What follows belongs to an exercise in optimizing a design on an open flow for small area, a short achievable clock period and few clock cycles; a production flow would make more cautious choices.
No run shown here included a check of the RTL's function; only the layout flow was run.

==> flow/design.v, too long to show whole: its modules and the start of the top module <==
// module FA: 10 lines
// module INV: 3 lines
// module NAND2: 3 lines
// module NOR2: 3 lines
// module XOR2: 3 lines
// module XNOR2: 3 lines
// module A21OI: 3 lines
// module O21AI: 3 lines
// module OR2: 3 lines
// module INCR: 3 lines
// module Bitblade: 1860 lines
// module Cfu: 58 lines
module Cfu (
  input               cmd_valid,
  output              cmd_ready,
  input      [9:0]    cmd_payload_function_id,
  input      [31:0]   cmd_payload_inputs_0,
  input      [31:0]   cmd_payload_inputs_1,
  output              rsp_valid,
  input               rsp_ready,
  output     [31:0]   rsp_payload_outputs_0,
  input               reset,
  input               clk
);
  // ...
==> flow/flow/run.sh <==
#!/bin/bash
# Standard layout, with the port buffers made from sky130_fd_sc_hd__buf_2 cells instead of
# the delay cells the flow picks by default.  make's output goes to
# standard.log; each tool's own log is under orfs/logs/.
set -euo pipefail
export BUFFER_PORTS_ARGS="-buffer_cell sky130_fd_sc_hd__buf_2"
bash standard.sh > standard.log 2>&1
==> flow/standard.sh <==
#!/bin/bash
# synth_recipe.tcl (not shown) runs the flow's synth.tcl, then flattens the netlist and writes it again
# the make line also repeats each setting of config.mk as NAME=value (left out here)
make -C /OpenROAD-flow-scripts/flow DESIGN_CONFIG=/design/flow/config.mk WORK_HOME=/design/flow/orfs CLKGATE_MAP_FILE= SYNTH_SCRIPT=/design/flow/synth_recipe.tcl "${@:-finish}"
==> flow/config.mk <==
export PLATFORM = sky130hd
export DESIGN_NAME = Cfu
export DESIGN_NICKNAME = Cfu
export VERILOG_FILES = /design/flow/design.v
export SDC_FILE = /design/flow/constraint.sdc
export NUM_CORES = 4
export LEC_CHECK = 0
export CAP_MARGIN = 20
export CORE_MARGIN = 2
export CORE_UTILIZATION = 40
export SETUP_SLACK_MARGIN = 1.5
export SLEW_MARGIN = 20
export SYNTH_HIERARCHICAL = 1
export SYNTH_MINIMUM_KEEP_SIZE = 0
==> flow/constraint.sdc <==
create_clock -name core_clock -period 13.5 [get_ports {clk}]
set_input_delay 2.7000 -clock core_clock [delete_from_list [all_inputs] [get_ports {clk}]]
set_output_delay 2.7000 -clock core_clock [all_outputs]
set_load 0.01 [all_outputs]
==> flow_metrics.py, run 1 <==
metrics = {
    "critical_path": {
        "worst-path-stages": 20,
        "cp_slowest_cell": "fa_1",
        "cp_data_arrival_time_ns": 8.92,
        "crit_type": "in -> out",
        "critPathMostFrequentCell": "fa_1",
        "timing.critical_path.fanout_max": 13,
    },
    "timing": {
        "final_max_slew_viol_count": 0,
        "worst_pin_slew_ns": 0.7725,
        "skew_ns": 0.01031,
    },
    "route": {
        "viasPerCell": 5.424,
        "route.vias.total": 7469,
    },
    "yosys": {
        "synth_top_area_cell": "fa_1",
        "netlist_area_um2": 10200,
        "yosysSeqAreaShare_pct": 9.026,
    },
    "floorplanning": {
        "start_util_pct": 40.63,
    },
    "final_layout": {
        "clk_share_pct": 1.371,
        "area_delta_synth_final_pct": 6.439,
        "regMostFlops": "acc",
        "top_regs": "acc x32, ups x11",
    },
    "grt": {
        "antenna_found_initial": 0,
        "use_met3_pct": 3.611,
    },
    "hold_path": {
        "hold_start": "ups[0]",
    },
    "run_status": {
        "status": "complete, no violations",
    },
}
==> run 2: changes to the inputs <==
--- a/flow/design.v
+++ b/flow/design.v
@@ -27,18 +27,25 @@
 assign y = ~(a & b | c);
 endmodule
 module O21AI (input a, input b, input c, output y);
 assign y = ~((a | b) & c);
 endmodule
 module OR2 (input a, input b, output y);
 assign y = a | b;
 endmodule
-module INCR #(parameter W = 13) (input [W-1:0] a, output [W-1:0] y);
-assign y = a + 1'b1;
+module HISEL #(parameter W = 13) (
+  input  [W-1:0] a,
+  input          op3,
+  input          keep,
+  output [W-1:0] h1,
+  output [W-1:0] h0
+);
+assign h1 = op3 ? a + 1'b1 : a & {W{keep}};
+assign h0 = a & {W{keep | op3}};
 endmodule
 module Bitblade (
   input         sel8,    
   input         op3,     
   input  [31:0] in_a,
   input  [31:0] in_b,
   input  [31:0] acc,     
   input         ldu,     
@@ -1881,21 +1888,20 @@
 XOR2 u1044 (.a(k925), .b(k1024), .y(k1044));
 wire k1045;
 XOR2 u1045 (.a(k928), .b(k1025), .y(k1045));
 wire k1046;
 XOR2 u1046 (.a(k931), .b(k1026), .y(k1046));
 wire ck1047;
 assign ck1047 = k1027;
 wire [18:0] lo = {k1046, k1045, k1044, k1043, k1042, k1041, k1040, k1039, k1038, k1037, k1036, k1035, k1034, k1033, k1032, k1031, k1030, k1029, S1028};
-wire [12:0] inc;
-INCR #(.W(13)) uinc (.a(acc[31:19]), .y(inc));
+wire [12:0] inc = acc[31:19] + 1'b1;
 wire [31:0] sum = {ck1047 ? inc : acc[31:19], lo};
-wire [12:0] hi1 = op3 ? inc : acc[31:19] & {13{keep}};
-wire [12:0] hi0 = acc[31:19] & {13{keep | op3}};
+wire [12:0] hi1, hi0;
+HISEL #(.W(13)) uhi (.a(acc[31:19]), .op3(op3), .keep(keep), .h1(hi1), .h0(hi0));
 wire [31:0] rspv = {ck1047 ? hi1 : hi0, lo & {19{op3}} | acc[18:0] & {19{keep}}};
 assign psum = sum[10:0];
 assign rsp = rspv;
 endmodule
 module Cfu (
   input               cmd_valid,
   output              cmd_ready,
   input      [9:0]    cmd_payload_function_id,
==> flow_metrics.py, run 2 <==
metrics = {
    "final_layout": {
        "final_nets": 1398,
        "regArea_um2": 920.9,
        "top_regs": "acc x32, ups x11",
        "largest_reg_flops": 32,
        "fin_cells": 1392,
        "drive_above_1_share_pct": 17.14,
        "final_common_cell": "fa_1",
        "final.fill_count": 2485,
        "antenna_cells": 0,
        "final_area_um2": 10900,
        "final_cell_mix": "fa_1, nand2_1, nand3_1",
        "regMostFlops": "acc",
        "multi_input_area_um2": 8741,
        "area_delta_synth_final_pct": 6.389,
        "final_util_pct": 43.28,
    },
    "yosys": {
        "synth_warnings": 7,
        "yosysUniqueCellTypes": 47,
        "syn_nets": 1388,
        "synthTopCellsByArea": "fa_1, dfxtp_1, nand2_1",
        "yosysSeqAreaShare_pct": 8.990,
        "ys_ff_latch": 46,
        "synthTopCellsByCount": "fa_1, nand2_1, nand3_1, clkbuf_1, nand2b_1",
        "avgSynthCellArea_um2": 9.747,
        "syn_inst": 1051,
        "netlist_area_um2": 10240,
        "synth.most_common_cell": "fa_1",
        "synth_top_area_cell": "fa_1",
        "synth_top_area_share_pct": 50.42,
        "synthFlopType": "dfxtp_1",
        "synth_async_sr_flop_share_pct": 0,
        "synth_edf_count": 0,
    },
    "clock_network": {
        "insertion_delay_ns": 0.30,
        "cts_made_buffers": 5,
        "cts_sinks": 46,
        "root_buffer": "clkbuf_16",
        "cts_hold_buf": 0,
        "clk_path_buf_depth": 2,
        "clk_pin_slew_worst_paths_ns": 0.06,
        "post_cts_buffers": 0,
        "cts_resized": 0,
        "cts_tree": "built",
        "htree_levels": 2,
    },
    "timing": {
        "rsz0062_at_grt": "false",
        "relSlewSlack_pct": 46.57,
        "final_max_slew_viol_count": 0,
        "setup_viol": 0,
        "fin_crit_ns": 11.39,
        "fin_setup_tns_ns": 0,
        "setup_ws_ns": 2.115,
        "hold_viol_final": 0,
        "finalCritPeriodShare_pct": 84.34,
        "fmax_ghz": 0.08783,
        "whs_ns": 0.4709,
        "worst_pin_slew_ns": 0.8014,
        "skew_ns": 0.01291,
    },
    "grt": {
        "grt_pass1_wl_um": 45090,
        "grt-ovfl-total": 0,
        "grt_start_max_net_pins": 161,
        "antenna_found_initial": 0,
        "track_usage_pct": 22.22,
        "grt_pass1_vias": 8135,
    },
    "critical_path": {
        "cp_data_required_time_ns": 10.80,
        "cp_slowest_cell": "fa_1",
        "timing.critical_path.fanout_max": 13,
        "max_stage_delay_ns": 0.53,
        "crit_type": "in -> out",
        "cp-end-kind": "output pin",
        "cp_data_arrival_time_ns": 8.69,
        "critPathMostFrequentCell": "fa_1",
        "path_cells": "buf_2 -> nand2_1 -> fa_1 -> fa_1 -> fa_1 -> fa_1 -> fa_1 -> fa_1 -> or2_2 -> fa_1 -> fa_1 -> nor2_1 -> a21oi_2 -> o21ai_1 -> a21oi_2 -> o21ai_1 -> buf_4 -> mux2_2 -> buf_2",
        "start_kind": "primary input",
    },
    "run_status": {
        "status": "complete, no violations",
    },
    "placement": {
        "pre_cts_ws_ns": 2.058,
        "placedCellCount": 1384,
        "placed_cell_area_um2": 10740,
        "dp_hpwl_um": 23840,
        "portBuffers": 105,
        "gp_congestion": 0.8982,
    },
    "route": {
        "drtIter0Drc": 537,
        "drc": 0,
        "wl_per_cell_um": 19.99,
        "routed_wl_um": 27830,
        "route.vias.total": 7588,
        "drt-pass1-iter-count": 5,
        "viasPerCell": 5.451,
        "ant_nets": 0,
    },
    "floorplanning": {
        "rows": 58,
        "die_h_um": 164.0,
        "io_pins": 112,
        "core_um2": 25180,
        "start_util_pct": 40.68,
        "dieArea_um2": 26900,
        "die_w_um": 164.0,
    },
    "hold_path": {
        "hp-class": "reg -> reg",
    },
    "job": {
        "drv_cap": 0,
    },
}
==> run 2: worst paths after layout <==
path                                                  end  slack [ns]  cells past startpoint                    start
worst max-delay path            rsp_payload_outputs_0[26]        2.11                     19  cmd_payload_inputs_0[5]
worst max register to register                    acc[26]        6.54                     18                     mode
worst min-delay path                               ups[9]        0.47                      2                   ups[9]
worst min register to register                     ups[9]        0.47                      2                   ups[9]
==> run 2: cell type report <==
| cell class | count | share of cell area [%] |
|---|---|---|
| clock buffer | 5 | 1.148 |
| clock inverter | 3 | 0.2641 |
| inverter | 27 | 0.9300 |
| multi-input combinational | 872 | 80.21 |
| sequential | 46 | 8.450 |
| tap | 330 | 3.789 |
| timing repair buffer | 109 | 5.212 |
==> run 2: metal layers <==
metal | part of all wire [%] | global-route usage, % | vias to the layer above
met5 | 0 | 0 | -
met4 | 2.1 | 3.868 | 0
met3 | 8.0 | 5.354 | 41
met2 | 47 | 36.40 | 318
met1 | 43 | 30.52 | 3849
li1 | - | - | 3380
==> run 2: cells by family after synthesis <==
group           after synthesis  share of synthesized area, %
flops                        46                         8.990
fa+ha+maj                   259                         50.54
buf+inv                     133                         5.765
compound gates               93                         6.584
mux                          31                         3.225
simple gates                446                         21.22
xor+xnor                     43                         3.677
==> run 2: worst max-delay path, delay by kind of cell <==
family          cells  cell delay [ns]
buf+inv             3             0.62
mux                 1             0.38
simple gates        3             0.68
fa+ha+maj           8             3.70
compound gates      4             0.60
==> run 2: modules after synthesis, one instance, submodules excluded, a selection <==
module  flops+latches  cells inside  times used
A21OI               0             1          26
FA                  0             1         258
NOR2                0             1          29
Cfu                46           111           1
O21AI               0             1          24
XOR2                0             1          29

==> re-timing with driven ports <==
In the flow no input, the clock included, has a driving cell. The finished layouts below were timed again as built, in two steps.
Step 1 (the two cells are an assumption about what drives the block):
set clk [get_ports {clk}]
set_driving_cell -lib_cell sky130_fd_sc_hd__clkbuf_16 $clk
set_driving_cell -lib_cell sky130_fd_sc_hd__buf_2 [delete_from_list [all_inputs] $clk]
Step 2 moves the port delays by t, midway between the first and last clock arrival at a register: inputs arrive t later, outputs are due t later. That takes back most of the time a late clock gives input paths.
a / b / c = ideal / step 1 / step 2; a / b = the first two.
run	shift t [ns]	setup slack, ns	worst setup path at the end	clock arrival spread, ns	worst slew at a driven data input, ns
run 1	0.322	1.881 / 1.860 / 1.860	input to output	0.010 / 0.010	0.04
run 2	0.329	2.115 / 2.094 / 2.094	input to output	0.013 / 0.012	0.05
After both steps every run listed still meets setup and hold.
